From an optimization exercise on the open Yosys and OpenROAD flow, aimed at small area, a short achievable clock period and few clock cycles per item; shortcuts taken in it are not production practice.
Where RTL was checked, it was by simulation tests only, not by an equivalence proof against the original.
Function not checked in runs 4 and 5: the RTL went through the layout flow alone.

===== design/flow/config.mk =====
export PLATFORM = sky130hd
export DESIGN_NAME = xtea_cores
export DESIGN_NICKNAME = xtea_cores
export VERILOG_FILES = /design/flow/design.v
export SDC_FILE = /design/flow/constraint.sdc
export NUM_CORES = 4
export LEC_CHECK = 0
export ABC_AREA = 1
export CAP_MARGIN = 20
export CORE_MARGIN = 2
export CORE_UTILIZATION = 40
export SETUP_SLACK_MARGIN = 3.4
export SLEW_MARGIN = 20

===== design/flow/constraint.sdc =====
create_clock -name core_clock -period 7.0 [get_ports {clk}]
set_input_delay 1.4000 -clock core_clock [delete_from_list [all_inputs] [get_ports {clk}]]
set_output_delay 1.4000 -clock core_clock [all_outputs]
set_load 0.01 [all_outputs]

===== design/flow/design.v =====
`default_nettype none
module xtea (
    input  wire [31:0] a,
    input  wire [31:0] b,
    input  wire [31:0] k,
    input  wire        cin,
    output wire [31:0] y
);
  wire [31:0] f = ((b << 4) ^ (b >> 5)) + b;
  wire [32:0] s = {a, cin} + {f ^ k, cin};
  assign y = s[32:1];
endmodule
`default_nettype none
module xtea_cores (
    input wire clk,
    input wire rst_i,
    input wire valid_i,
    input wire en_i,
    input wire [63:0] data_a_i,
    input wire [63:0] data_b_i,
    input wire [127:0] key,
    input wire decrypt_i,
    output wire [63:0] result_a_o,
    output wire [63:0] result_b_o,
    output reg valid_o,
    output reg busy_o
);
  localparam [31:0] DELTA = 32'h9e3779b9;
  localparam [31:0] SUM32 = 32'hc6ef3720;
  reg [6:0] cnt;
  reg dec;
  reg swp;
  reg cin;   
  reg [31:0] k0, k1, k2, k3;
  reg [31:0] aa, ba, ab, bb;
  reg [31:0] kr, t;
  wire rdy = ~busy_o | valid_o;
  wire acc = rdy & valid_i & en_i;
  wire last = dec ? (cnt == 7'd65) : (cnt == 7'd63);
  always @(posedge clk or posedge rst_i) begin
    if (rst_i) begin
      busy_o <= 1'b0;
      valid_o <= 1'b0;
    end else if (acc) begin
      busy_o <= 1'b1;
      valid_o <= 1'b0;
    end else if (valid_o) begin
      busy_o <= 1'b0;
      valid_o <= 1'b0;
    end else if (busy_o) begin
      valid_o <= last;
    end
  end
  always @(posedge clk or posedge rst_i) begin
    if (rst_i) begin
      cnt <= 7'd0;
      dec <= 1'b0;
      swp <= 1'b0;
      cin <= 1'b0;
    end else if (rdy) begin
      cnt <= 7'd0;
      dec <= decrypt_i;
      swp <= decrypt_i;
      cin <= decrypt_i;
    end else begin
      cnt <= cnt + 7'd1;
      swp <= dec & (cnt == 7'd64);
      cin <= cin & busy_o;
    end
  end
  always @(posedge clk) begin
    if (rdy) begin
      k0 <= key[127:96];
      k1 <= key[95:64];
      k2 <= key[63:32];
      k3 <= key[31:0];
    end
  end
  wire p = cnt[0] ^ dec;   
  wire [1:0] sel = cnt[0] ? t[1:0] : t[12:11];
  reg [31:0] ksel;
  always @(*) begin
    case (sel)
      2'd0: ksel = k0;
      2'd1: ksel = k1;
      2'd2: ksel = k2;
      default: ksel = k3;
    endcase
  end
  wire [31:0] sk = t + ksel;
  always @(posedge clk) begin
    if (rdy) begin
      kr <= key[127:96];
      t  <= decrypt_i ? SUM32 : DELTA;
    end else begin
      kr <= sk ^ {32{dec}};
      if (p) t <= dec ? t - DELTA : t + DELTA;
    end
  end
  wire [31:0] na, nb;
  xtea step_a (.a(aa), .b(ba), .k(kr), .cin(cin), .y(na));
  xtea step_b (.a(ab), .b(bb), .k(kr), .cin(cin), .y(nb));
  always @(posedge clk) begin
    if (rdy) begin
      aa <= data_a_i[63:32];
      ba <= data_a_i[31:0];
      ab <= data_b_i[63:32];
      bb <= data_b_i[31:0];
    end else begin
      aa <= ba;
      ba <= swp ? aa : na;
      ab <= bb;
      bb <= swp ? ab : nb;
    end
  end
  assign result_a_o = {aa, ba};
  assign result_b_o = {ab, bb};
endmodule

===== design/flow/flow/run.sh =====
#!/bin/bash
# Standard ORFS layout, but the port buffers are the smallest buffer cell and
# CTS uses smaller buffers and no dummy loads.
set -euo pipefail
export BUFFER_PORTS_ARGS="-buffer_cell sky130_fd_sc_hd__buf_1"
export ADDER_MAP_FILE=
export CTS_ARGS="-sink_clustering_enable -repair_clock_nets -dont_use_dummy_load -buf_list {sky130_fd_sc_hd__clkbuf_4 sky130_fd_sc_hd__clkbuf_8}"
bash standard.sh > standard_make.log 2>&1

===== design/flow/standard.sh =====
#!/bin/bash
# synth_recipe.tcl (not shown) runs the flow's synth.tcl, then flattens the netlist and writes it again
# the make line also repeats each setting of config.mk as NAME=value (left out here)
make -C /OpenROAD-flow-scripts/flow DESIGN_CONFIG=/design/flow/config.mk WORK_HOME=/design/flow/orfs CLKGATE_MAP_FILE= SYNTH_SCRIPT=/design/flow/synth_recipe.tcl "${@:-finish}"

==> key figures, run 1 <==
Setup path
  • R2R Path Start: ba[16]$_DFF_P_
  • CP Class: reg2reg
  • CP startpoint kind: register
  • CP endpoint kind: register
  • Worst reg-to-reg setup slack: 3.56 ns
  • Critical-path maximum fanout: 7
  • Critical path data required time: 7.54 ns
  • R2r endpoint: ba[30]$_DFF_P_
  • WP data arrival: 3.98 ns
  • Depth of the worst register-to-register path: 22

CTS
  • Clock root buffer: clkbuf_8
  • Worst-Skew Late Latency: ~0.72 ns
  • Num CTS Buffers: 60
  • TritonCTS clock tree: built
  • CTS max path bufs: 3
  • H-tree levels: 2
  • Cts hold-fix bufs: 0
  • Clock input transition at the sequential cells of the worst setup and hold paths: approximately 0.060 ns
  • CTS Sinks: 332

Worst hold path
  • Hold Path Sink: cnt[6]$_DFF_PP0_
  • Hold crit path type: reg2reg
  • Hold path startpoint: cnt[6]$_DFF_PP0_
  • WHS Path Cells: 2

Die
  • Core area: approximately 67000 sq um
  • # IOs: 391
  • Initial Util: 0.404
  • DIE HEIGHT: 265 microns
  • FP Rows: 95
  • DIE AREA: 70100 sq um
  • DIE WIDTH: 265 microns

Drt
  • # DRC: 0
  • Drt pass-1 iters: 6
  • DRT iter0 DRCs: ~2700
  • ANT nets after route: 0
  • Drt total wl: 119 mm
  • Vias: 31000
  • DR WL/cell: a little over 20 microns
  • Vias/cell: between 5 and 6

Timing
  • Max Fclk: approximately 290 MHz
  • RSZ-0062 raised after global routing: yes
  • Fin crit share: 0.492
  • Fin worst setup slack: 3.56 ns
  • Final TNS setup: 0 ns
  • Slew margin rel.: 0.321
  • Fin. max-slew vios: 0
  • Worst-margin pin slew: roughly 1.0 ns
  • Hold Violations, Final: 0
  • Clk_skew: about 0.08 ns
  • Setup Viol. Count Final: 0
  • Final min period: 3.44 ns

Place
  • Dpl ws: around 2.7 ns
  • DP Wirelength: 95.7 mm
  • Final Wtd Congestion: 1.07
  • PortBufs: ~400

Logic synthesis
  • Synthesized cell area: 27200 sq um
  • Synthesized flop and latch total: 332
  • Async S/R FF share, synth: 0.0361
  • Syn_nets: 4822
  • Number of synthesized flops with an enable pin: 160
  • Yosys warns: 1
  • Largest cells by area after synthesis: nand2_1 (24%), edfxtp_1 (18%), dfxtp_1 (12%)
  • Cells after synthesis: between 4000 and 5000
  • Most common cell in the netlist: nand2_1
  • Post-synth top cells: nand2_1 (1749), inv_1 (589), nand3_1 (453), nor2_1 (392), o21ai_0 (247)
  • Cell variety after synth: between 50 and 60
  • Area share of the largest cell type after synthesis: 0.241
  • Area leader, netlist: nand2_1
  • Seq/Total Area, Yosys: 0.305
  • Synthesized area per cell: 5.96 sq um
  • Commonest register cell after synthesis: edfxtp_1

Outcome
  • Status: timing/DRC/antenna clean

GRT
  • Largest net degree at the start of global routing: between 150 and 200
  • Grt ovf: 0
  • First-pass GRT wire length: 174 mm
  • Total GRT Usage: 0.329
  • Number of global-route vias before repair: 29400
  • Antenna violations before repair: 2

Finish
  • Area Growth Syn to Fin: 15.5%
  • Share of cells above drive strength 1: 0.0939
  • Nets@finish: 5249

Run
  • Max cap viols: 0
## cell families after synthesis
group	synth area share
xor gates and xnor gates	0.0515
DFF	0.305
buffers and inverters	0.101
and+or+nand+nor	0.430
AOI/OAI and AO/OA	0.112
## flip-flops by register name, summed over array words and instances (netlist names), 7 cells and up
register and flops:
aa 32, ab 32, ba 32, bb 32, k0 32, k1 32
k2 32, k3 32, kr 32, t 32, cnt 7
## area by class of cell
| class | count | area [sq um] |
|---|---|---|
| inverters | 631 | 2430 |
| repair buffers | 439 | 1970 |
| fillers | 7408 | 35800 |
| diodes | 2 | 5.00 |
| flip-flops and latches | 332 | 8430 |
| well taps | 873 | 1090 |
| multi-input cells | 3523 | 16700 |
| clock buffers | 60 | 826 |
| repair inverters | 1 | 5.00 |
## routing by layer
layer  wire length (microns)  track usage
met4                    5540        0.139
met3                    9330       0.0535
met2                   54900        0.549
met1                   49400        0.421
met5                       0            0
## metrics by stage
step,area (sq um),utilization,hold slack (ns),cells
4_1_cts,30600,0.455,0.576,5834
2_1_floorplan,27200,-,0.535,4561
5_1_grt,31400,0.467,0.607,5861
6_report,31400,0.467,0.581,5861
3_3_place_gp,29500,0.438,0.574,5755
3_5_place_dp,29500,0.438,0.573,5755
## cell usage in the layout, fill, tap and decap left out, drive strengths merged, types with 9 or more instances in the layout
| cell | n |
|---|---|
| nand2 | 1788 |
| inv | 622 |
| nand3 | 463 |
| buf | 437 |
| nor2 | 435 |
| o21ai | 321 |
| a21oi | 170 |
| edfxtp | 160 |
| dfxtp | 160 |
| xor2 | 113 |
| clkbuf | 62 |
| nand4 | 52 |
| xnor2 | 47 |
| or2 | 29 |
| nor3 | 21 |
| nand3b | 16 |
| a21boi | 15 |
| o211ai | 13 |
| dfrtp | 12 |
| a31oi | 10 |
| clkinvlp | 9 |
## how the worst max path moves through the flow
stage / startpoint / end / slack [ns] / cells after the start
floorplan: busy_o$_DFFE_PP0P_ / t[0]$_DFFE_PP_ / 3.65 / 7
global placement: cnt[0]$_DFF_PP0_ / kr[26]$_DFF_P_ / 2.67 / 14
detailed placement: cnt[0]$_DFF_PP0_ / kr[26]$_DFF_P_ / 2.66 / 14
CTS: bb[18]$_DFF_P_ / bb[28]$_DFF_P_ / 3.40 / 21
global route: bb[21]$_DFF_P_ / bb[28]$_DFF_P_ / 3.37 / 22
finish: ba[16]$_DFF_P_ / ba[30]$_DFF_P_ / 3.56 / 22
## worst max-delay path, cell delays in order (launching register included)
cell and delay (ns):
dfxtp_4 0.44, clkinvlp_4 0.18, buf_12 0.16, nand3_1 0.12, nand2_2 0.11, nor2_1 0.22
nand2_1 0.10, nor2_1 0.21, inv_1 0.07, nor2_1 0.08, nand2_1 0.11, nand3_1 0.10
nand2_1 0.06, nand3_1 0.14, nand2_2 0.11, nor2_2 0.20, nand2_1 0.16, nor2_1 0.18
nand2_1 0.16, nand4_1 0.13, nand3_1 0.09, nand2_1 0.10, nand2_1 0.05
## repair_timing
action | in CTS | in global routing
buffers inserted | 16 | 23
pin swaps | 5 | 11
setup endpoints to repair | 54 | 63
gates resized for setup | 51 | 201
hold endpoints to repair | 0 | 0
cloned | 3 | 2
Testbench counts, summed over its fixed seeds: cycles 25,346, items 768.
==> run 2, diff against run 1 <==
--- a/design/flow/config.mk
+++ b/design/flow/config.mk
@@ -10,4 +10,6 @@
 export CORE_MARGIN = 2
-export CORE_UTILIZATION = 40
-export SETUP_SLACK_MARGIN = 3.4
+export CORE_UTILIZATION = 60
+export GPL_ROUTABILITY_DRIVEN = 0
+export PLACE_DENSITY = 0.75
+export SETUP_SLACK_MARGIN = 3.5
 export SLEW_MARGIN = 20
==> run 2 against run 1 <==
Effect of this change:
- global-route usage increased by 9.0 points
- final cell count decreased by 4.9%
- count of clock-buffer cells in the layout decreased by 4
- synthesized cell count unchanged
- utilization increased by 21 points
- register-to-register slack got worse by 0.03 ns
- critical path depth decreased by 9
- non-clock buffer count decreased by 13
- worst setup slack got worse by 0.028 ns
- critical endpoint is now kr[31]$_DFF_P_
==> key figures, run 2 <==
Outcome
  • Status: timing/DRC/antenna clean

Finish
  • Register cell area after layout: 8420 sq um
  • Utilization after layout: 0.681
  • Most frequent cells in the layout: nand2_1 (1727), inv_1 (572), nand3_1 (446), buf_1 (390), nor2_1 (353)
  • Most common library cell in the layout ignoring fill and taps: nand2_1
  • Diode count: 0
  • Multi-input logic area: 16500 sq um
  • Filler cell count: 4371
  • Area Growth Syn to Fin: 12.9%
  • Share of cells above drive strength 1: 0.0853
  • Nets@finish: 5236

GRT
  • Gr busiest metal: met2
  • Total GRT Usage: 0.418
  • Met3 usage: 0.0893
  • Met1 usage: 0.526
  • Routing usage on met2: 0.658
  • Grt ovf: 0
  • First-pass GRT wire length: 152 mm
  • Antenna violations before repair: 1
  • Largest net degree at the start of global routing: 183
  • Number of global-route vias before repair: 28300

Timing
  • Fin crit share: 0.496
  • Final min period: 3.47 ns
  • Hold Violations, Final: 0
  • Clk_skew: about 0.080 ns
  • Worst-margin pin slew: 0.903 ns
  • Slew margin rel.: 0.398
  • Setup Viol. Count Final: 0
  • Final TNS setup: 0 ns
  • Fin. max-slew vios: 0
  • Max Fclk: 288 MHz
  • RSZ-0062 raised after global routing: yes
  • WHS: 0.551 ns

Drt
  • Vias/cell: around 5.7
  • Drt pass-1 iters: 6
  • Drt total wl: 102 mm
  • Vias: between 30000 and 40000
  • DR WL/cell: ~18 microns
  • # DRC: 0
  • ANT nets after route: 0
  • DRT iter0 DRCs: 4140

Logic synthesis
  • Number of synthesized flops with an enable pin: 160
  • Area leader, netlist: nand2_1
  • Area share of the largest cell type after synthesis: 0.241
  • Synthesized area per cell: 5.96 sq um
  • Commonest register cell after synthesis: edfxtp_1
  • Most common cell in the netlist: nand2_1
  • Synthesized cell area: 27200 sq um
  • Cells after synthesis: around 4600
  • Synthesized flop and latch total: 332
  • Cell variety after synth: 56
  • Syn_nets: 4822
  • Async S/R FF share, synth: 0.0361
  • Yosys warns: 1
  • Post-synth top cells: nand2_1 (1749), inv_1 (589), nand3_1 (453), nor2_1 (392), o21ai_0 (247)
  • Seq/Total Area, Yosys: 0.305
  • Largest cells by area after synthesis: nand2_1 (24%), edfxtp_1 (18%), dfxtp_1 (12%)

Setup path
  • WP data arrival: 4.08 ns
  • Critical path data required time: about 7.6 ns
  • Critical-path maximum fanout: 16
  • R2r endpoint: kr[31]$_DFF_P_
  • CP startpoint kind: register
  • Depth of the worst register-to-register path: 13
  • Worst reg-to-reg setup slack: about 3.5 ns
  • CP Class: reg2reg
  • R2R Path Start: cnt[0]$_DFF_PP0_
  • CP endpoint kind: register

Place
  • PortBufs: 390
  • DP Wirelength: 79.8 mm

Die
  • FP Rows: slightly below 80
  • Initial Util: 0.603
  • DIE WIDTH: 217 microns
  • DIE AREA: 47100 sq um
  • Core area: 45100 sq um
  • # IOs: 391
  • DIE HEIGHT: 217 microns

Worst hold path
  • Hold crit path type: reg2reg
  • WHS Path Cells: 2
  • Hold path startpoint: ba[31]$_DFF_P_
  • Hold Path Sink: aa[31]$_DFF_P_

CTS
  • Clock input transition at the sequential cells of the worst setup and hold paths: 0.06 ns
  • Clock root buffer: clkbuf_8
  • CTS max path bufs: 3
  • Num CTS Buffers: 56
  • CTS Sinks: ~330
  • TritonCTS clock tree: built
  • Worst-Skew Late Latency: between 0.6 and 0.7 ns
  • H-tree levels: 2

Run
  • Max cap viols: 0
[run 2: cell counts after synthesis]
Identical to the previous run, type by type.
[run 2: per-layer routing]
metal  vias up  wire length, microns
met2      1924                 44100
met1     13900                 38100
met4         2                  7820
met3       470                 12500
li1      15300                     -
met5         -                    12
[run 2: repair_timing]
item                       CTS  global route
setup buffers                5            19
gates resized for setup     19           182
cloned                       5             4
setup endpoints to repair   40            72
hold buffers                 0             0
pin swaps                    3            13
[run 2: worst max path at each step]
stage,from,end,slack [ns],cells past startpoint
global route,ba[21]$_DFF_P_,ba[29]$_DFF_P_,3.43,22
finish,cnt[0]$_DFF_PP0_,kr[31]$_DFF_P_,3.53,13
detailed placement,cnt[0]$_DFF_PP0_,kr[26]$_DFF_P_,3.20,21
floorplan,busy_o$_DFFE_PP0P_,t[0]$_DFFE_PP_,3.65,7
CTS,cnt[0]$_DFF_PP0_,kr[19]$_DFF_P_,3.44,17
global placement,cnt[0]$_DFF_PP0_,kr[26]$_DFF_P_,3.30,21
[run 2: metrics by stage]
stage	cell area (sq um)	std cells	setup slack, ns
finish	30700	5573	3.53
global route	30700	5573	3.43
CTS	30100	5550	3.44
detailed placement	29200	5484	3.20
global placement	29200	5484	3.30
floorplan	27200	4561	3.65
[run 2: logic make-up after synthesis]
group / Yosys count / synth area share
simple gates: 2810 / 0.430
buf+inv: 709 / 0.101
compound gates: 550 / 0.112
flops: 332 / 0.305
xor+xnor: 160 / 0.0515
[run 2: area by class of cell]
cell class	count	share of cell area
clock buffer	56	0.0251
timing repair buffer	426	0.0593
tap	600	0.0245
timing repair inverter	1	0.000163
sequential	332	0.274
inverter	631	0.0787
multi-input combinational	3527	0.538
[run 2: worst max-delay path, cell delays in order (launching register included)]
cell and delay (ns):
dfrtp_4 0.55, o21ai_4 0.48, buf_4 0.21, nand2_4 0.19, o21ai_0 0.42, inv_1 0.10
or2_2 0.31, a21boi_0 0.33, o221ai_1 0.24, a21oi_1 0.23, nand2_1 0.09, nand2_1 0.07
nand3_1 0.07, nand2_1 0.08
==> run 3, diff against run 2 <==
--- a/design/flow/config.mk
+++ b/design/flow/config.mk
@@ -11,3 +11,2 @@
 export CORE_UTILIZATION = 60
-export GPL_ROUTABILITY_DRIVEN = 0
 export PLACE_DENSITY = 0.75
==> run 3 against run 2 <==
Effect of this change:
- utilization increased by 1.3 points
- register-to-register slack improved by 0.04 ns
- critical path depth increased by 8
- wire length increased by 5.7%
- sequential cell count unchanged
- design area increased by 1.9%
- worst setup slack improved by 0.037 ns
- first-iteration DRC count decreased by 2.8%
- critical endpoint is now t[31]$_SDFFCE_PN1P_
==> key figures, run 3 <==
Timing
  • Clk_skew: 0.0705 ns
  • Setup Viol. Count Final: 0
  • Final min period: 3.44 ns
  • WHS: roughly 0.53 ns
  • Worst-margin pin slew: between 1 and 1.5 ns
  • Fin worst setup slack: 3.56 ns
  • Hold Violations, Final: 0
  • Slew margin rel.: 0.303
  • Final TNS setup: 0 ns
  • RSZ-0062 raised after global routing: yes
  • Max Fclk: 291 MHz
  • Fin. max-slew vios: 0
  • Fin crit share: 0.491

Finish
  • Utilization after layout: 0.694
  • Share of cells above drive strength 1: 0.102
  • Most common library cell in the layout ignoring fill and taps: nand2_1
  • Area Growth Syn to Fin: 15.0%
  • Most frequent cells in the layout: nand2_1 (1717), inv_1 (573), nand3_1 (439), buf_1 (390), nor2_1 (325)
  • Nets@finish: ~5300

Drt
  • Vias/cell: 5.75
  • Drt total wl: 108 mm
  • ANT nets after route: 0
  • DRT iter0 DRCs: 4024
  • Vias: 32200
  • # DRC: 0
  • Drt pass-1 iters: 6
  • DR WL/cell: about 19 microns

Logic synthesis
  • Post-synth top cells: nand2_1 (1749), inv_1 (589), nand3_1 (453), nor2_1 (392), o21ai_0 (247)
  • Largest cells by area after synthesis: nand2_1 (24%), edfxtp_1 (18%), dfxtp_1 (12%)
  • Area leader, netlist: nand2_1
  • Async S/R FF share, synth: 0.0361
  • Area share of the largest cell type after synthesis: 0.241
  • Cell variety after synth: 56
  • Synthesized flop and latch total: 332
  • Synthesized cell area: between 20000 and 30000 sq um
  • Commonest register cell after synthesis: edfxtp_1
  • Number of synthesized flops with an enable pin: 160
  • Yosys warns: 1
  • Syn_nets: 4822
  • Synthesized area per cell: 5.96 sq um
  • Cells after synthesis: 4561
  • Seq/Total Area, Yosys: 0.305
  • Most common cell in the netlist: nand2_1

Setup path
  • CP endpoint kind: register
  • Max incr delay on CP: 0.49 ns
  • Critical path data required time: 7.38 ns
  • Worst path top cell family by delay: simple AND/OR/NAND/NOR gates
  • WP data arrival: 3.81 ns
  • Most used cell, CP: nand2_1
  • Crit-path slowest cell: dfrtp_2
  • Crit path buf inv count: 2
  • Depth of the worst register-to-register path: 21
  • Critical-path maximum fanout: 27
  • CP Cell Sequence: buf_12, nand2_1, inv_1, nor2_1, nand2_1, o21ai_2, nand3_1, nand2_1, nand2_1, nand2_1, a21oi_1, o21ai_2, nand2_1, nand2_1, a21oi_1, o21bai_2, nand2_1, nand2_1, nand2_1, nand3_1, nand3_1
  • R2r endpoint: t[31]$_SDFFCE_PN1P_
  • Worst reg-to-reg setup slack: about 3.6 ns
  • R2R Path Start: dec$_DFFE_PP0N_
  • CP Class: reg2reg
  • CP startpoint kind: register

CTS
  • CTS max path bufs: 3
  • TritonCTS clock tree: built
  • Cts hold-fix bufs: 0
  • CTS Sinks: 332
  • Worst-Skew Late Latency: 0.69 ns
  • Clock root buffer: clkbuf_8
  • Clock input transition at the sequential cells of the worst setup and hold paths: 0.06 ns
  • Num CTS Buffers: 55
  • H-tree levels: 2

Run
  • Max cap viols: 0

GRT
  • Grt ovf: 0
  • Total GRT Usage: 0.435
  • Number of global-route vias before repair: 28800
  • First-pass GRT wire length: 157 mm
  • Antenna violations before repair: 2
  • Largest net degree at the start of global routing: 183

Die
  • DIE WIDTH: around 220 microns
  • DIE AREA: 47100 sq um
  • FP Rows: 78
  • DIE HEIGHT: 217 microns
  • # IOs: approximately 390
  • Core area: roughly 45000 sq um
  • Initial Util: 0.603

Place
  • Dpl ws: 2.79 ns
  • PortBufs: 390
  • Final Wtd Congestion: 1.11
  • DP Wirelength: 82.1 mm

Outcome
  • Status: timing/DRC/antenna clean

Worst hold path
  • WHS Path Cells: 4
  • Hold path startpoint: aa[8]$_DFF_P_
  • Hold crit path type: reg2reg
  • Hold Path Sink: ba[8]$_DFF_P_
## run 3: per-stage QoR
step	area, sq um	std cells
after floorplan	27200	4561
after global routing	31300	5597
after CTS	30200	5557
after detailed placement	29100	5481
final	31300	5598
after global placement	29100	5481
## run 3: cell families after synthesis
group	count (synthesis)	synth area share
AND/OR/NAND/NOR	2810	0.430
buffers and inverters	709	0.101
AO/OA/AOI/OAI	550	0.112
flip-flops	332	0.305
XOR/XNOR	160	0.0515
## run 3: worst min-delay path, stage by stage, from the launching register on
cell     delay, ns
dfxtp_1       0.32
inv_1         0.07
a21oi_1       0.05
o21ai_0       0.06
nand2_1       0.05
## run 3: worst max-delay path by stage
stage / from / endpoint / slack (ns) / depth (start not counted)
after CTS: cnt[0]$_DFF_PP0_ / kr[26]$_DFF_P_ / 3.47 / 21
after detailed placement: cnt[0]$_DFF_PP0_ / kr[26]$_DFF_P_ / 2.79 / 14
after global placement: cnt[0]$_DFF_PP0_ / kr[26]$_DFF_P_ / 2.85 / 14
final: dec$_DFFE_PP0N_ / t[31]$_SDFFCE_PN1P_ / 3.56 / 21
after global routing: dec$_DFFE_PP0N_ / t[26]$_SDFFCE_PN1P_ / 3.36 / 21
after floorplan: busy_o$_DFFE_PP0P_ / t[0]$_DFFE_PP_ / 3.65 / 7
## run 3: layout make-up
class / count / area [sq um]
clock buffer: 55 / 757
sequential: 332 / 8420
timing repair inverter: 1 / 5.00
tap: 600 / 751
fill: 4147 / 13800
antenna: 2 / 5.00
timing repair buffer: 451 / 2120
inverter: 631 / 2410
multi-input combinational: 3526 / 16800
## run 3: timing repair
item | CTS | global route
endpoints found under the setup margin | 46 | 68
pin swaps | 5 | 27
resized for setup | 25 | 266
gates cloned | 6 | 3
setup buffers | 15 | 36
## run 3: metal layers
layer  share of wire  global-route usage
met5               0                   0
met1            0.37               0.549
met3            0.12              0.0749
met4           0.078               0.296
met2            0.43               0.682
==> run 4, diff against run 3 <==
--- a/design/flow/design.v
+++ b/design/flow/design.v
@@ -9,4 +9,28 @@
   wire [31:0] f = ((b << 4) ^ (b >> 5)) + b;
-  wire [32:0] s = {a, cin} + {f ^ k, cin};
-  assign y = s[32:1];
+  wire [31:0] gk = f ^ k;
+  wire [31:0] p = a ^ gk;
+  wire [31:0] g = a & gk;
+  wire [31:0] g0 = {g[31:1], g[0] | (p[0] & cin)};
+  genvar l, m;
+  generate
+    for (l = 0; l < 5; l = l + 1) begin : lev
+      wire [31:0] gi, pi, gs, ps, go, po;
+      if (l == 0) begin : first
+        assign gi = g0;
+        assign pi = p;
+      end else begin : next
+        assign gi = lev[l-1].go;
+        assign pi = lev[l-1].po;
+      end
+      for (m = 0; m < 32; m = m + (2 << l)) begin : blk
+        assign gs[m+(1<<l)-1:m] = {(1 << l) {1'b0}};
+        assign ps[m+(1<<l)-1:m] = {(1 << l) {1'b1}};
+        assign gs[m+(2<<l)-1:m+(1<<l)] = {(1 << l) {gi[m+(1<<l)-1]}};
+        assign ps[m+(2<<l)-1:m+(1<<l)] = {(1 << l) {pi[m+(1<<l)-1]}};
+      end
+      assign go = gi | (pi & gs);
+      assign po = pi & ps;
+    end
+  endgenerate
+  assign y = p ^ {lev[4].go[30:0], cin};
 endmodule
==> run 4 against run 3 <==
Effect of this change:
- sequential cell count unchanged
- final cell count down 7.6%
- non-clock buffer count decreased by 35
- area after synthesis shrank 3.7%
- die area down 3.7%
- global-route usage is 1.9 points lower
- critical path type unchanged
==> key figures, run 4 <==
Setup path
  • CP Cell Sequence: inv_2, nand2_1, nand2_1, nand2_2, nand2_2, nor2_2, nand2_1, nor2_2, nand2_2, nand4_1, nand3_1, nand2_2, clkinv_1, nand2_2, nor2_1, nor2_4, nand3_4, buf_4, nand3_2, nand3_1, nand2_1, nand3_1, nand2_1, nand2_1
  • WP data arrival: 3.83 ns
  • Crit-path slowest cell: dfxtp_1
  • CP Class: reg2reg
  • Most used cell, CP: nand2_1
  • Critical path data required time: 7.52 ns
  • CP endpoint kind: register
  • CP startpoint kind: register
  • Critical-path maximum fanout: 16
  • Max incr delay on CP: 0.59 ns

Drt
  • # DRC: 0
  • Drt total wl: 96.2 mm
  • ANT nets after route: 0
  • Vias: 29300
  • Vias/cell: 5.67
  • Drt pass-1 iters: 6
  • DR WL/cell: 18.6 microns
  • DRT iter0 DRCs: just over 3000

Logic synthesis
  • Synthesized area per cell: around 6.2 sq um
  • Cell variety after synth: just over 60
  • Async S/R FF share, synth: 0.0361
  • Yosys warns: 1
  • Area share of the largest cell type after synthesis: 0.219
  • Syn_nets: 4454
  • Area leader, netlist: nand2_1
  • Commonest register cell after synthesis: edfxtp_1
  • Most common cell in the netlist: nand2_1
  • Largest cells by area after synthesis: nand2_1 (22%), edfxtp_1 (18%), dfxtp_1 (12%)
  • Number of synthesized flops with an enable pin: 160
  • Cells after synthesis: 4193
  • Post-synth top cells: nand2_1 (1526), inv_1 (498), nand3_1 (407), nor2_1 (263), o21ai_0 (246)
  • Seq/Total Area, Yosys: 0.317
  • Synthesized flop and latch total: 332
  • Synthesized cell area: 26200 sq um

Place
  • PortBufs: between 300 and 400
  • Dpl ws: 3.17 ns
  • Final Wtd Congestion: 1.03
  • Placed cell area: 28100 sq um
  • Placed cell count: 5101
  • DP Wirelength: 75.9 mm

Timing
  • WHS: 0.553 ns
  • Clk_skew: 0.0951 ns
  • Fin crit share: 0.474
  • Setup Viol. Count Final: 0
  • Worst-margin pin slew: between 0.9 and 1 ns
  • RSZ-0062 raised after global routing: yes
  • Slew margin rel.: 0.356
  • Max Fclk: 301 MHz
  • Fin. max-slew vios: 0
  • Final min period: 3.32 ns
  • Fin worst setup slack: 3.68 ns
  • Final TNS setup: 0 ns
  • Hold Violations, Final: 0

CTS
  • Worst-Skew Late Latency: 0.70 ns
  • CTS Sinks: around 330
  • Clock input transition at the sequential cells of the worst setup and hold paths: ~0.050 ns
  • Num CTS Buffers: 56
  • H-tree levels: 2
  • CTS max path bufs: 3
  • TritonCTS clock tree: built
  • Clock root buffer: clkbuf_8

Die
  • Initial Util: 0.608
  • DIE WIDTH: 213 microns
  • # IOs: 391
  • DIE AREA: 45300 sq um
  • Core area: 43100 sq um
  • DIE HEIGHT: 213 microns
  • FP Rows: 76

Worst hold path
  • Hold crit path type: reg2reg

Finish
  • Most common library cell in the layout ignoring fill and taps: nand2_1
  • Utilization after layout: 0.679
  • Final Cell Area: about 30000 sq um
  • Nets@finish: 4852
  • Most frequent cells in the layout: nand2_1 (1525), inv_1 (496), nand3_1 (407), buf_1 (390), nor2_1 (261)
  • Final cell count without fillers: 5174
  • Share of cells above drive strength 1: 0.0909
  • Area Growth Syn to Fin: 11.6%
  • Diode count: 0

Run
  • Max cap viols: 0

GRT
  • Total GRT Usage: 0.415
  • First-pass GRT wire length: roughly 140 mm
  • Number of global-route vias before repair: roughly 27000
  • Largest net degree at the start of global routing: 182
  • Antenna violations before repair: 0
  • Grt ovf: 0

Outcome
  • Status: timing/DRC/antenna clean
==> run 4: cell types whose count changed in the layout (fill, tap and decap cells not counted), moves of 23 or more <==
cell / before / now
inv_1: 573 / 496
nor2_2: 94 / 39
nand3_1: 439 / 407
buf_4: 44 / 19
nor2_1: 325 / 261
inv_2: 46 / 69
nand2_1: 1717 / 1525
==> run 4: final timing paths <==
check                               startpoint                 to  slack, ns  cells after the start
worst max-delay path            bb[18]$_DFF_P_     bb[26]$_DFF_P_       3.68                     24
worst min-delay path            ab[13]$_DFF_P_     bb[13]$_DFF_P_       0.55                      2
worst max register to register  bb[18]$_DFF_P_     bb[26]$_DFF_P_       3.68                     24
worst min register to register  ab[13]$_DFF_P_     bb[13]$_DFF_P_       0.55                      2
max in group asynchronous                rst_i      cin$_DFF_PP0_       5.73                      2
min in group asynchronous                rst_i  valid_o$_DFF_PP0_       0.77                      2
==> run 4: cells by family after synthesis <==
kind of cell | synth area share
AO/OA/AOI/OAI | 0.118
XOR/XNOR | 0.0565
buffers and inverters | 0.0958
flip-flops | 0.317
AND/OR/NAND/NOR | 0.412
==> run 4: worst max-delay path: cells and delay by family (launching register included) <==
family | cells | cell delay (ns)
buffers and inverters | 3 | 0.48
DFF | 1 | 0.59
and+or+nand+nor | 21 | 2.13
==> run 4: layer usage <==
| metal | up-vias | routed length [microns] | global-route usage |
|---|---|---|---|
| met5 | - | 0 | 0 |
| met4 | 0 | 7460 | 0.289 |
| met3 | 422 | 8800 | 0.0660 |
| met2 | 1579 | 43100 | 0.673 |
| met1 | 13100 | 36800 | 0.508 |
| li1 | 14200 | - | - |
==> run 4: cell type report <==
type / instances / area [sq um]
multi-input cells: 3215 / 15500
well taps: 585 / 732
inverters: 570 / 2150
clock buffers: 56 / 771
repair buffers: 416 / 1740
fillers: 4055 / 13800
flip-flops and latches: 332 / 8380
==> run 4: timing repair <==
item | in CTS | in global routing
gates cloned | 2 | 0
endpoints found under the setup margin | 27 | 66
pin swaps | 2 | 6
hold buffers | 0 | 0
resized for setup | 6 | 81
setup buffers | 2 | 13
==> run 5, diff against run 4 <==
--- a/design/flow/design.v
+++ b/design/flow/design.v
@@ -8,6 +8,17 @@
 );
-  wire [31:0] f = ((b << 4) ^ (b >> 5)) + b;
+  wire [31:0] s = (b << 4) ^ (b >> 5);
+  wire [31:0] c1;
+  xtea_sk pf1 (.g(s & b), .p(s ^ b), .cin(1'b0), .c(c1));
+  wire [31:0] f = s ^ b ^ c1;
   wire [31:0] gk = f ^ k;
-  wire [31:0] p = a ^ gk;
-  wire [31:0] g = a & gk;
+  wire [31:0] c2;
+  xtea_sk pf2 (.g(a & gk), .p(a ^ gk), .cin(cin), .c(c2));
+  assign y = a ^ gk ^ c2;
+endmodule
+module xtea_sk (
+    input  wire [31:0] g,
+    input  wire [31:0] p,
+    input  wire        cin,
+    output wire [31:0] c
+);
   wire [31:0] g0 = {g[31:1], g[0] | (p[0] & cin)};
@@ -34,3 +45,3 @@
   endgenerate
-  assign y = p ^ {lev[4].go[30:0], cin};
+  assign c = {lev[4].go[30:0], cin};
 endmodule
@@ -113,3 +124,5 @@
   end
-  wire [31:0] sk = t + ksel;
+  wire [31:0] skc;
+  xtea_sk skadd (.g(t & ksel), .p(t ^ ksel), .cin(1'b0), .c(skc));
+  wire [31:0] sk = t ^ ksel ^ skc;
   always @(posedge clk) begin
==> run 5 against run 4 <==
Effect of this change:
- first-iteration DRC count shrank 19%
- clock skew down 0.025 ns
- worst setup slack lost 0.055 ns
- global-route usage down 5.1 points
- non-clock buffer count up 8
- critical path depth down 19
- critical path type unchanged
- critical endpoint is now bb[14]$_DFF_P_
==> key figures, run 5 <==
Die
  • Initial Util: 0.609
  • DIE HEIGHT: 202 microns
  • DIE AREA: 40900 sq um
  • Core area: 38700 sq um
  • FP Rows: 72
  • DIE WIDTH: 202 microns
  • # IOs: 391

CTS
  • Clock input transition at the sequential cells of the worst setup and hold paths: around 0.05 ns
  • CTS Sinks: 332
  • Cts hold-fix bufs: 0
  • H-tree levels: 2
  • CTS max path bufs: 3
  • TritonCTS clock tree: built
  • Worst-Skew Late Latency: between 0.6 and 0.7 ns
  • Num CTS Buffers: 56
  • Clock root buffer: clkbuf_8

Timing
  • Hold Violations, Final: 0
  • Fin worst setup slack: 3.63 ns
  • Max Fclk: 296 MHz
  • WHS: slightly above 0.5 ns
  • Final min period: around 3.4 ns
  • Fin. max-slew vios: 0
  • Slew margin rel.: 0.263
  • Worst-margin pin slew: 1.10 ns
  • RSZ-0062 raised after global routing: yes
  • Fin crit share: 0.482
  • Setup Viol. Count Final: 0
  • Clk_skew: 0.0702 ns
  • Final TNS setup: 0 ns

Finish
  • Final cell count without fillers: 4567
  • Utilization after layout: 0.689
  • Most common library cell in the layout ignoring fill and taps: nand2_1
  • Final Cell Area: 26700 sq um
  • Share of cells above drive strength 1: 0.0803
  • Nets@finish: 4310
  • Area Growth Syn to Fin: 13.2%
  • Most frequent cells in the layout: nand2_1 (1369), inv_1 (412), buf_1 (390), nand3_1 (348), nor2_1 (220)

Worst hold path
  • Hold crit path type: reg2reg
  • Hold path startpoint: cnt[5]$_DFF_PP0_

GRT
  • Met1 usage: 0.461
  • Routing usage on met2: 0.599
  • Number of global-route vias before repair: 23800
  • First-pass GRT wire length: 119 mm
  • Met3 usage: 0.0500
  • Largest net degree at the start of global routing: 225
  • Gr busiest metal: met2
  • Grt ovf: 0
  • Antenna violations before repair: 2
  • Total GRT Usage: 0.364

Logic synthesis
  • Yosys warns: 1
  • Synthesized area per cell: 6.46 sq um
  • Commonest register cell after synthesis: edfxtp_1
  • Most common cell in the netlist: nand2_1
  • Number of synthesized flops with an enable pin: 160
  • Cells after synthesis: 3649
  • Synthesized cell area: ~24000 sq um
  • Syn_nets: 3910
  • Area leader, netlist: nand2_1
  • Area share of the largest cell type after synthesis: 0.219
  • Largest cells by area after synthesis: nand2_1 (22%), edfxtp_1 (20%), dfxtp_1 (14%)
  • Async S/R FF share, synth: 0.0361
  • Seq/Total Area, Yosys: 0.352
  • Synthesized flop and latch total: 332
  • Post-synth top cells: nand2_1 (1378), inv_1 (418), nand3_1 (349), nor2_1 (231), o21ai_0 (200)
  • Cell variety after synth: 62

Place
  • DP Wirelength: ~57 mm
  • Dpl ws: 2.83 ns
  • Final Wtd Congestion: 1.02
  • Placed cell count: 4483
  • PortBufs: 390
  • Placed cell area: 25400 sq um

Setup path
  • Critical path data required time: roughly 7.5 ns
  • WP data arrival: 3.86 ns
  • Critical-path maximum fanout: 85
  • CP startpoint: swp$_DFF_PP0_
  • CP Class: reg2reg
  • CP startpoint kind: register
  • R2R Path Start: swp$_DFF_PP0_
  • CP endpoint kind: register

Drt
  • Drt total wl: 77.2 mm
  • Vias/cell: 5.60
  • ANT nets after route: 0
  • Drt pass-1 iters: 8
  • DRT iter0 DRCs: 2475
  • # DRC: 0
  • Vias: 25600
  • DR WL/cell: 16.9 microns

Run
  • Max cap viols: 0

Outcome
  • Status: timing/DRC/antenna clean
## run 5: path summary, 6_finish.rpt
check                                   endpoint  cells after the start  slack (ns)
worst max-delay path              bb[14]$_DFF_P_                      5        3.63
worst min-delay path            cnt[5]$_DFF_PP0_                      1        0.51
worst max register to register    bb[14]$_DFF_P_                      5        3.63
worst min register to register  cnt[5]$_DFF_PP0_                      1        0.51
max in group asynchronous        dec$_DFFE_PP0N_                      2        5.86
min in group asynchronous          cin$_DFF_PP0_                      2        0.74
## run 5: what timing repair did
item                                    CTS  global route
gates resized for setup                  12           103
setup buffers                            10            13
endpoints found under the setup margin   45            66
gates cloned                              2             1
pin swaps                                 3             6
## run 5: logic make-up (layout without fill, tap and decap cells)
group | Yosys count | count (layout) | synth area share
buffers and inverters | 539 | 935 | 0.0910
other | 0 | 2 | 0
AO/OA/AOI/OAI | 488 | 488 | 0.118
AND/OR/NAND/NOR | 2151 | 2153 | 0.387
XOR/XNOR | 139 | 139 | 0.0522
flip-flops | 332 | 332 | 0.352
## run 5: final cells by class
class                      count  area, sq um
antenna                        2         5.00
timing repair buffer         424         1830
tap                          518          648
fill                        3314        12000
clock buffer                  56          771
sequential                   332         8380
inverter                     455         1720
multi-input combinational   2780        13300
## run 5: critical path: stages (launching register included)
cell      delay, ns
dfrtp_2        0.33
buf_4          0.78
clkinv_1       1.09
buf_4          0.57
o211ai_1       0.29
nand2_1        0.07
## run 5: routing by layer
metal / vias to the layer above / share of wire / wire length [microns]
met5: - / 0 / 0
met4: 0 / 0.054 / 4170
met3: 273 / 0.093 / 7160
met2: 1357 / 0.46 / 35400
met1: 11500 / 0.39 / 30500
li1: 12500 / - / -
==> run 6, diff against run 5 <==
--- a/design/flow/design.v
+++ b/design/flow/design.v
@@ -124,5 +124,3 @@
   end
-  wire [31:0] skc;
-  xtea_sk skadd (.g(t & ksel), .p(t ^ ksel), .cin(1'b0), .c(skc));
-  wire [31:0] sk = t ^ ksel ^ skc;
+  wire [31:0] sk = t + ksel;
   always @(posedge clk) begin
--- a/design/flow/config.mk
+++ b/design/flow/config.mk
@@ -12,3 +12,3 @@
 export PLACE_DENSITY = 0.75
-export SETUP_SLACK_MARGIN = 3.5
+export SETUP_SLACK_MARGIN = 3.2
 export SLEW_MARGIN = 20
==> run 6 against run 5 <==
Effect of this change:
- highest routed layer unchanged
- fmax down 6.7%
- clock skew shrank 0.019 ns
- synthesized cell count grew 2.5%
- via count fell by 2.8%
- non-clock buffer count shrank 15
- area after synthesis up 1.8%
- global-route usage fell by 1.3 points
- still clean
==> key figures, run 6 <==
Setup path
  • Worst path top cell family by delay: simple AND/OR/NAND/NOR gates
  • Worst path depth: 21
  • CP startpoint kind: register
  • CP Class: reg2reg
  • Critical-path maximum fanout: 14
  • Max incr delay on CP: 0.58 ns
  • Crit path buf inv count: 5
  • CP endpoint kind: register
  • Crit-path slowest cell: dfrtp_4
  • Most used cell, CP: nand2_1
  • CP Cell Sequence: nand2_2, o21ai_4, buf_4, nor2_4, buf_12, buf_4, nand2_1, nand3_1, o21ai_1, nor2_1, inv_1, nand2_1, nor2_1, inv_2, o21ai_0, a21oi_1, nand2_2, nand2_1, nand2_1, xnor2_1, o21ai_1
  • Depth of the worst register-to-register path: 21
  • Critical path data required time: 7.46 ns
  • WP data arrival: around 4.1 ns

Drt
  • Vias/cell: between 5 and 6
  • Drt total wl: between 70 and 80 mm
  • Drt pass-1 iters: 6
  • Vias: 24900
  • ANT nets after route: 0
  • DRT iter0 DRCs: 1902
  • # DRC: 0
  • DR WL/cell: roughly 16 microns

Timing
  • Fin crit share: 0.517
  • Max Fclk: 276 MHz
  • Fin worst setup slack: ~3.4 ns
  • Clk_skew: approximately 0.052 ns
  • Slew margin rel.: 0.315
  • Fin. max-slew vios: 0
  • WHS: 0.496 ns
  • Final TNS setup: 0 ns
  • Worst-margin pin slew: between 1 and 1.5 ns
  • RSZ-0062 raised after global routing: no
  • Final min period: 3.62 ns
  • Hold Violations, Final: 0
  • Setup Viol. Count Final: 0

Logic synthesis
  • Area share of the largest cell type after synthesis: 0.210
  • Cell variety after synth: 58
  • Most common cell in the netlist: nand2_1
  • Synthesized cell area: 24000 sq um
  • Seq/Total Area, Yosys: 0.346
  • Area leader, netlist: nand2_1
  • Synthesized area per cell: ~6.4 sq um
  • Largest cells by area after synthesis: nand2_1 (21%), edfxtp_1 (20%), dfxtp_1 (13%)
  • Number of synthesized flops with an enable pin: 160
  • Async S/R FF share, synth: 0.0361
  • Yosys warns: 1
  • Cells after synthesis: roughly 3700
  • Synthesized flop and latch total: 332
  • Commonest register cell after synthesis: edfxtp_1
  • Post-synth top cells: nand2_1 (1344), inv_1 (451), nand3_1 (324), nor2_1 (266), o21ai_0 (243)
  • Syn_nets: 4003

GRT
  • Antenna violations before repair: 0
  • Number of global-route vias before repair: approximately 22000
  • Grt ovf: 0
  • First-pass GRT wire length: 115 mm
  • Largest net degree at the start of global routing: 203
  • Total GRT Usage: 0.352

Worst hold path
  • Hold crit path type: reg2reg
  • WHS Path Cells: 1

Finish
  • Area Growth Syn to Fin: 11.4%
  • Share of cells above drive strength 1: 0.0642
  • Most common library cell in the layout ignoring fill and taps: nand2_1
  • Filler cell count: 3852
  • Diode count: 0
  • Final cell count without fillers: roughly 4700
  • Most frequent cells in the layout: nand2_1 (1344), inv_1 (450), buf_1 (390), nand3_1 (324), nor2_1 (265)
  • Nets@finish: 4391

CTS
  • Clock input transition at the sequential cells of the worst setup and hold paths: 0.06 ns
  • Worst-Skew Late Latency: 0.65 ns
  • Clock root buffer: clkbuf_8
  • H-tree levels: 2
  • CTS Sinks: 332
  • TritonCTS clock tree: built
  • Num CTS Buffers: 54
  • Cts hold-fix bufs: 0
  • CTS max path bufs: 3

Place
  • Final Wtd Congestion: 0.982
  • Dpl ws: 2.64 ns
  • Placed cell count: 4582
  • DP Wirelength: 56.1 mm
  • PortBufs: 390

Die
  • Core area: just under 40000 sq um
  • FP Rows: 73
  • Initial Util: 0.606
  • DIE AREA: about 42000 sq um
  • DIE WIDTH: 204 microns
  • # IOs: 391
  • DIE HEIGHT: 204 microns

Run
  • Max cap viols: 0

Outcome
  • Status: timing/DRC/antenna clean
run 6: cell types whose count changed after synthesis, sizes merged, moves of 5 or more:
cell    previous run  this run
a21oi            156       162
a31oi              7        13
inv              452       508
nand2           1421      1392
nand3            364       343
nand3b            26        15
nor2             253       283
o211ai            15         8
o21a               5        11
o21ai            255       302
or2               25        30
xnor2             42        53
xor2              96       102
run 6: area by class of cell:
class | instances | area, sq um | area share
multi-input combinational | 2821 | 13400 | 0.502
clock buffer | 54 | 743 | 0.0278
inverter | 511 | 1930 | 0.0722
tap | 525 | 657 | 0.0246
timing repair inverter | 1 | 5.00 | 0.000187
sequential | 332 | 8320 | 0.311
timing repair buffer | 409 | 1670 | 0.0624
run 6: what timing repair did:
item,in CTS,in global routing
cloned,5,0
endpoints found under the setup margin,33,33
setup buffers,5,7
pin swaps,3,3
resized for setup,3,9
run 6: worst reg2reg max path: stages, from the launching register on:
cell and delay [ns]:
dfrtp_4 0.58, nand2_2 0.23, o21ai_4 0.19, buf_4 0.22, nor2_4 0.06, buf_12 0.15, buf_4 0.15, nand2_1 0.05
nand3_1 0.05, o21ai_1 0.21, nor2_1 0.13, inv_1 0.07, nand2_1 0.08, nor2_1 0.15, inv_2 0.05, o21ai_0 0.38
a21oi_1 0.14, nand2_2 0.15, nand2_1 0.08, nand2_1 0.08, xnor2_1 0.12, o21ai_1 0.08
run 6: through the flow:
| stage | util | instance area (sq um) |
|---|---|---|
| 2_1_floorplan | - | 24000 |
| 3_3_place_gp | 0.650 | 25800 |
| 3_5_place_dp | 0.650 | 25800 |
| 4_1_cts | 0.672 | 26600 |
| 5_1_grt | 0.674 | 26700 |
| 6_report | 0.674 | 26700 |
run 6: final timing paths:
kind	startpoint	endpoint	slack, ns
max	cnt[0]$_DFF_PP0_	kr[19]$_DFF_P_	3.38
min	cnt[5]$_DFF_PP0_	cnt[5]$_DFF_PP0_	0.50
max reg2reg	cnt[0]$_DFF_PP0_	kr[19]$_DFF_P_	3.38
min reg2reg	cnt[5]$_DFF_PP0_	cnt[5]$_DFF_PP0_	0.50
max in group asynchronous	rst_i	cnt[0]$_DFF_PP0_	5.88
min in group asynchronous	rst_i	busy_o$_DFFE_PP0P_	0.74
run 6: routing by layer:
| metal | global-route usage | part of all wire | routed length (microns) | up-vias |
|---|---|---|---|---|
| met5 | 0 | 0 | 0 | - |
| met3 | 0.0660 | 0.092 | 6840 | 189 |
| met4 | 0.171 | 0.048 | 3530 | 0 |
| met1 | 0.463 | 0.42 | 31500 | 10900 |
| met2 | 0.558 | 0.44 | 32300 | 1075 |
| li1 | - | - | - | 12700 |
run 6: logic make-up after synthesis:
group,synth area share
and+or+nand+nor,0.375
buffers and inverters,0.0979
AOI/OAI and AO/OA,0.125
DFF,0.346
xor gates and xnor gates,0.0566
Testbench counts of run 6, summed over its fixed seeds: cycles 25,346, items 768.
==> run 7, diff against run 6 <==
--- a/design/flow/config.mk
+++ b/design/flow/config.mk
@@ -12,3 +12,3 @@
 export PLACE_DENSITY = 0.75
-export SETUP_SLACK_MARGIN = 3.2
+export SETUP_SLACK_MARGIN = 3.8
 export SLEW_MARGIN = 20
==> run 7 against run 6 <==
Effect of this change:
- still clean on timing, DRC and antenna
- global-route usage increased by 0.64 points
- synthesized cell count is the same
- first-iteration DRC count grew 32%
- clock skew grew 0.024 ns
- die area unchanged
- critical path type unchanged
- largest cell class unchanged
==> key figures, run 7 <==
Setup path
  • Max incr delay on CP: 0.56 ns
  • CP Class: reg2reg
  • Critical path data required time: 7.55 ns
  • Crit-path slowest cell: dfrtp_4
  • Worst path top cell family by delay: simple AND/OR/NAND/NOR gates
  • Crit path buf inv count: 6
  • CP Cell Sequence: buf_12, o21ai_4, buf_12, buf_12, nor2_4, buf_4, buf_12, nand2_1, nand3_1, o21ai_2, or2_4, nand2_2, nor2_4, inv_2, nor4_4, a21oi_2, or2_1, nand2_1, nand2_1, nand3_1, nand2_1
  • CP endpoint kind: register
  • WP data arrival: 3.79 ns
  • Critical-path maximum fanout: 9
  • CP startpoint kind: register

Logic synthesis
  • Seq/Total Area, Yosys: 0.346
  • Yosys warns: 1
  • Commonest register cell after synthesis: edfxtp_1
  • Post-synth top cells: nand2_1 (1344), inv_1 (451), nand3_1 (324), nor2_1 (266), o21ai_0 (243)
  • Async S/R FF share, synth: 0.0361
  • Number of synthesized flops with an enable pin: between 150 and 200
  • Cells after synthesis: around 3700
  • Area share of the largest cell type after synthesis: 0.210
  • Synthesized area per cell: 6.42 sq um
  • Synthesized flop and latch total: 332
  • Synthesized cell area: 24000 sq um
  • Area leader, netlist: nand2_1
  • Largest cells by area after synthesis: nand2_1 (21%), edfxtp_1 (20%), dfxtp_1 (13%)
  • Most common cell in the netlist: nand2_1
  • Cell variety after synth: 58
  • Syn_nets: 4003

Timing
  • Hold Violations, Final: 0
  • Final TNS setup: 0 ns
  • Worst-margin pin slew: about 1.0 ns
  • Slew margin rel.: 0.321
  • Final min period: 3.24 ns
  • Setup Viol. Count Final: 0
  • RSZ-0062 raised after global routing: yes
  • Max Fclk: 309 MHz
  • Clk_skew: 0.0757 ns
  • Fin. max-slew vios: 0
  • Fin crit share: 0.463

Finish
  • Nets@finish: between 4000 and 5000
  • Most common library cell in the layout ignoring fill and taps: nand2_1
  • Share of cells above drive strength 1: 0.172
  • Area Growth Syn to Fin: 22.1%
  • Most frequent cells in the layout: nand2_1 (1235), inv_1 (431), buf_1 (390), nand3_1 (284), o21ai_0 (221)

CTS
  • Clock root buffer: clkbuf_8
  • Worst-Skew Late Latency: between 0.6 and 0.7 ns
  • TritonCTS clock tree: built
  • CTS max path bufs: 3
  • CTS Sinks: 332
  • H-tree levels: 2
  • Clock input transition at the sequential cells of the worst setup and hold paths: 0.06 ns
  • Cts hold-fix bufs: 0
  • Num CTS Buffers: 57

GRT
  • Largest net degree at the start of global routing: 220
  • First-pass GRT wire length: between 100 and 150 mm
  • Number of global-route vias before repair: 22600
  • Antenna violations before repair: 1
  • Total GRT Usage: 0.358
  • Grt ovf: 0

Die
  • FP Rows: 73
  • DIE AREA: 41600 sq um
  • DIE HEIGHT: 204 microns
  • DIE WIDTH: 204 microns
  • # IOs: 391
  • Initial Util: 0.606
  • Core area: 39600 sq um

Place
  • PortBufs: 390
  • Final Wtd Congestion: 1.02
  • DP Wirelength: ~56 mm

Drt
  • DR WL/cell: 16.9 microns
  • Vias: roughly 26000
  • ANT nets after route: 0
  • Vias/cell: 5.53
  • Drt pass-1 iters: 6
  • DRT iter0 DRCs: roughly 2500
  • Drt total wl: 80.6 mm
  • # DRC: 0

Worst hold path
  • Hold crit path type: reg2reg

Run
  • Max cap viols: 0

Outcome
  • Status: timing/DRC/antenna clean
[run 7: cell counts after synthesis]
No cell type changed its count.
[run 7: metal layers]
layer	vias to the layer above	global-route usage	part of all wire
met5	-	0	0
met4	0	0.149	0.046
met3	267	0.0598	0.098
met2	1360	0.582	0.46
met1	11700	0.474	0.40
li1	13000	-	-
[run 7: area by class of cell]
type / count / area (sq um)
Multi-Input combinational cell: 2826 / 14700
Fill cell: 3409 / 10300
Sequential cell: 332 / 8500
Timing Repair Buffer: 512 / 2650
Inverter: 511 / 1990
Clock buffer: 57 / 785
Tap cell: 525 / 657
Timing Repair inverter: 1 / 5.00
Antenna cell: 1 / 2.50
[run 7: logic make-up after synthesis]
logic type / count (synthesis) / share of synthesized area
flops: 332 / 0.346
simple gates: 2123 / 0.375
buf+inv: 593 / 0.0979
compound gates: 539 / 0.125
xor+xnor: 155 / 0.0566
[run 7: timing repair]
item                                    CTS  global route
endpoints found under the setup margin   78            72
gates resized for setup                  74           454
setup buffers                            36            78
pin swaps                                11           110
cloned                                    7             4
[run 7: worst paths after layout]
| check | start | end | slack [ns] | cells after the start |
|---|---|---|---|---|
| max in group asynchronous | rst_i | dec$_DFFE_PP0N_ | 5.91 | 2 |
| min in group asynchronous | rst_i | busy_o$_DFFE_PP0P_ | 0.72 | 2 |
| worst max-delay path | cnt[0]$_DFF_PP0_ | kr[25]$_DFF_P_ | 3.76 | 21 |
| worst max register to register | cnt[0]$_DFF_PP0_ | kr[25]$_DFF_P_ | 3.76 | 21 |
| worst min register to register | cnt[5]$_DFF_PP0_ | cnt[5]$_DFF_PP0_ | 0.50 | 1 |
| worst min-delay path | cnt[5]$_DFF_PP0_ | cnt[5]$_DFF_PP0_ | 0.50 | 1 |
[run 7: stage by stage]
stage / utilization / area (sq um) / hold slack [ns] / cells / setup slack [ns]
finish: 0.739 / 29300 / 0.504 / 4765 / 3.76
global route: 0.739 / 29300 / 0.520 / 4765 / 3.60
CTS: 0.687 / 27200 / 0.504 / 4682 / 3.79
detailed placement: 0.650 / 25800 / 0.492 / 4582 / 2.66
global placement: 0.650 / 25800 / 0.488 / 4582 / 2.76
floorplan: - / 24000 / 0.457 / 3742 / 3.86
==> run 8, diff against run 7 <==
--- a/design/flow/config.mk
+++ b/design/flow/config.mk
@@ -12,3 +12,3 @@
 export PLACE_DENSITY = 0.75
-export SETUP_SLACK_MARGIN = 3.8
+export SETUP_SLACK_MARGIN = 3.6
 export SLEW_MARGIN = 20
==> run 8 against run 7 <==
Effect of this change:
- utilization shrank 4.8 points
- first-iteration DRC count shrank 12%
- highest routed layer unchanged
- still clean
- design area shrank 6.5%
- register-to-register slack lost 0.04 ns
==> key figures, run 8 <==
Outcome
  • Status: timing/DRC/antenna clean

Die
  • DIE WIDTH: 204 microns
  • FP Rows: 73
  • Core area: between 30000 and 40000 sq um
  • DIE AREA: 41600 sq um
  • Initial Util: 0.606
  • DIE HEIGHT: 204 microns
  • # IOs: 391

CTS
  • CTS Sinks: 332
  • TritonCTS clock tree: built
  • Cts hold-fix bufs: 0
  • Clock root buffer: clkbuf_8
  • CTS max path bufs: 3
  • Clock input transition at the sequential cells of the worst setup and hold paths: 0.06 ns
  • H-tree levels: 2
  • Worst-Skew Late Latency: 0.66 ns
  • Num CTS Buffers: 54

Timing
  • Fin. max-slew vios: 0
  • Final TNS setup: 0 ns
  • Slew margin rel.: 0.315
  • Hold Violations, Final: 0
  • Final min period: ~3.3 ns
  • Clk_skew: 0.0457 ns
  • Setup Viol. Count Final: 0
  • RSZ-0062 raised after global routing: yes
  • Worst-margin pin slew: 1.03 ns
  • Fin crit share: 0.469
  • Max Fclk: 305 MHz

Finish
  • Filler cell count: 3700
  • Diode count: 0
  • Final Cell Area: 27400 sq um
  • Most common library cell in the layout ignoring fill and taps: nand2_1
  • Most frequent cells in the layout: nand2_1 (1330), inv_1 (444), buf_1 (390), nand3_1 (319), nor2_1 (252)
  • Area Growth Syn to Fin: 14.2%
  • Nets@finish: 4419
  • Share of cells above drive strength 1: 0.0977
  • Utilization after layout: 0.691

Logic synthesis
  • Commonest register cell after synthesis: edfxtp_1
  • Synth Area in Compound Gates: 0.125
  • Most common cell in the netlist: nand2_1
  • Largest family of logic cells by synthesized area: simple AND/OR/NAND/NOR gates
  • Number of synthesized flops with an enable pin: 160
  • Adder-cell area share of the yosys netlist: 0
  • Yosys warns: 1
  • Cell variety after synth: between 50 and 60
  • Seq/Total Area, Yosys: 0.346
  • Largest cells by area after synthesis: nand2_1 (21%), edfxtp_1 (20%), dfxtp_1 (13%)
  • Async S/R FF share, synth: 0.0361
  • Syn_nets: 4003
  • Synthesized area per cell: 6.42 sq um
  • Synth Area in Simple Gates: 0.375
  • Post-synth top cells: nand2_1 (1344), inv_1 (451), nand3_1 (324), nor2_1 (266), o21ai_0 (243)
  • Synthesized cell area: 24000 sq um
  • Synthesized flop and latch total: between 300 and 400
  • Post-synthesis mux area share: 0
  • Area leader, netlist: nand2_1
  • Synth Area in XOR/XNOR: 0.0566
  • Area share of the largest cell type after synthesis: 0.210
  • Cells after synthesis: 3742

Setup path
  • Most used cell, CP: nand2_1
  • Crit-path slowest cell: dfrtp_4
  • Depth of the worst register-to-register path: 22
  • CP startpoint kind: register
  • Critical path data required time: 7.50 ns
  • CP Class: reg2reg
  • WP data arrival: between 3 and 4 ns
  • CP Cell Sequence: clkbuf_2, o21a_4, nor2_4, buf_4, nand2_1, nand3_1, o21ai_1, nor2_2, nand3_2, nand2_4, inv_2, o21ai_2, nand2_1, nand2_2, nand3_2, nand2_2, nand2_1, nand2_2, nand2_1, a21o_1, nand3_1, nand2_1
  • CP endpoint kind: register
  • Critical-path maximum fanout: 6
  • Max incr delay on CP: 0.55 ns
  • Worst reg-to-reg setup slack: 3.72 ns

GRT
  • First-pass GRT wire length: 115 mm
  • Largest net degree at the start of global routing: between 200 and 250
  • Antenna violations before repair: 0
  • Grt ovf: 0
  • Number of global-route vias before repair: between 20000 and 25000
  • Total GRT Usage: 0.353

Drt
  • # DRC: 0
  • Vias: 25200
  • DRT iter0 DRCs: about 2200
  • Vias/cell: 5.39
  • Drt total wl: 75.9 mm
  • ANT nets after route: 0
  • DR WL/cell: between 15 and 20 microns
  • Drt pass-1 iters: 6

Place
  • PortBufs: 390
  • Placed cell area: 25800 sq um
  • Final Wtd Congestion: 0.982
  • DP Wirelength: 56.1 mm

Worst hold path
  • WHS Path Cells: 1
  • Hold crit path type: reg2reg

Run
  • Max cap viols: 0
## run 8: cell counts after synthesis
No cell type changed its count.
## run 8: metal layers
| layer | track usage | part of all wire |
|---|---|---|
| met1 | 0.465 | 0.42 |
| met3 | 0.0646 | 0.094 |
| met4 | 0.176 | 0.050 |
| met5 | 0 | 0 |
| met2 | 0.558 | 0.44 |
## run 8: area by class of cell
type                    instances  area, sq um  share of cell area
multi-input cells            2822        13700               0.500
inverters                     511         1940              0.0709
flip-flops and latches        332         8420               0.307
well taps                     525          657              0.0240
clock buffers                  54          743              0.0271
repair inverters                1         5.00            0.000183
repair buffers                436         1930              0.0704
## run 8: metrics by stage
| step | setup slack (ns) | hold WS [ns] | std cells |
|---|---|---|---|
| after floorplan | 3.71 | 0.457 | 3742 |
| after global placement | 2.73 | 0.489 | 4582 |
| after detailed placement | 2.64 | 0.490 | 4582 |
| after CTS | 3.59 | 0.502 | 4655 |
| after global routing | 3.50 | 0.531 | 4681 |
| final | 3.72 | 0.499 | 4681 |
## run 8: path summary, 6_finish.rpt
check / from / end
max: cnt[0]$_DFF_PP0_ / kr[18]$_DFF_P_
min: cnt[5]$_DFF_PP0_ / cnt[5]$_DFF_PP0_
max reg2reg: cnt[0]$_DFF_PP0_ / kr[18]$_DFF_P_
min reg2reg: cnt[5]$_DFF_PP0_ / cnt[5]$_DFF_PP0_
max in group asynchronous: rst_i / dec$_DFFE_PP0N_
min in group asynchronous: rst_i / busy_o$_DFFE_PP0P_
## run 8: timing repair
| item | 4_1_cts | 5_1_grt |
|---|---|---|
| resized for setup | 13 | 156 |
| buffers inserted | 14 | 25 |
| pin swaps | 3 | 15 |
| endpoints found under the setup margin | 47 | 63 |
| cloned | 5 | 1 |
## run 8: worst max-delay path: cells and delay by family (launching register included)
kind	cells	cell delay, ns
AO/OA/AOI/OAI	4	0.69
buffers and inverters	3	0.38
flip-flops	1	0.55
AND/OR/NAND/NOR	15	1.51
## run 8: cell families after synthesis
| family | after synthesis |
|---|---|
| AND/OR/NAND/NOR | 2123 |
| buffers and inverters | 593 |
| AO/OA/AOI/OAI | 539 |
| XOR/XNOR | 155 |
| flip-flops | 332 |

static timing again, ports no longer ideal:
Ports are ideal in the flow. The routed layouts listed here were re-timed in OpenROAD.
Step 1, drivers: a clkbuf_16 drives clk and a buf_2 each remaining input, both assumed.
Step 2 also shifts input and output timing later by t, the mid clock arrival at the registers, as if the neighbouring blocks saw the same clock.
a / b / c = ideal ports / drivers / drivers and shift; a / b = the first two.
| run | t, ns | slack for setup (ns) | slew at the worst register clock pin (ns) |
|---|---|---|---|
| run 1 | 0.745 | 3.555 / 3.555 / 3.555 | 0.06 / 0.06 |
| run 2 | 0.710 | 3.527 / 3.527 / 3.527 | 0.07 / 0.07 |
| run 3 | 0.717 | 3.564 / 3.564 / 3.564 | 0.07 / 0.07 |
| run 4 | 0.710 | 3.682 / 3.682 / 3.682 | 0.07 / 0.07 |
| run 5 | 0.692 | 3.627 / 3.627 / 3.627 | 0.07 / 0.07 |
| run 6 | 0.681 | 3.382 / 3.382 / 3.382 | 0.06 / 0.06 |
| run 7 | 0.692 | 3.762 / 3.762 / 3.762 | 0.06 / 0.06 |
| run 8 | 0.689 | 3.720 / 3.720 / 3.720 | 0.06 / 0.06 |
After both steps every run listed still meets setup and hold.
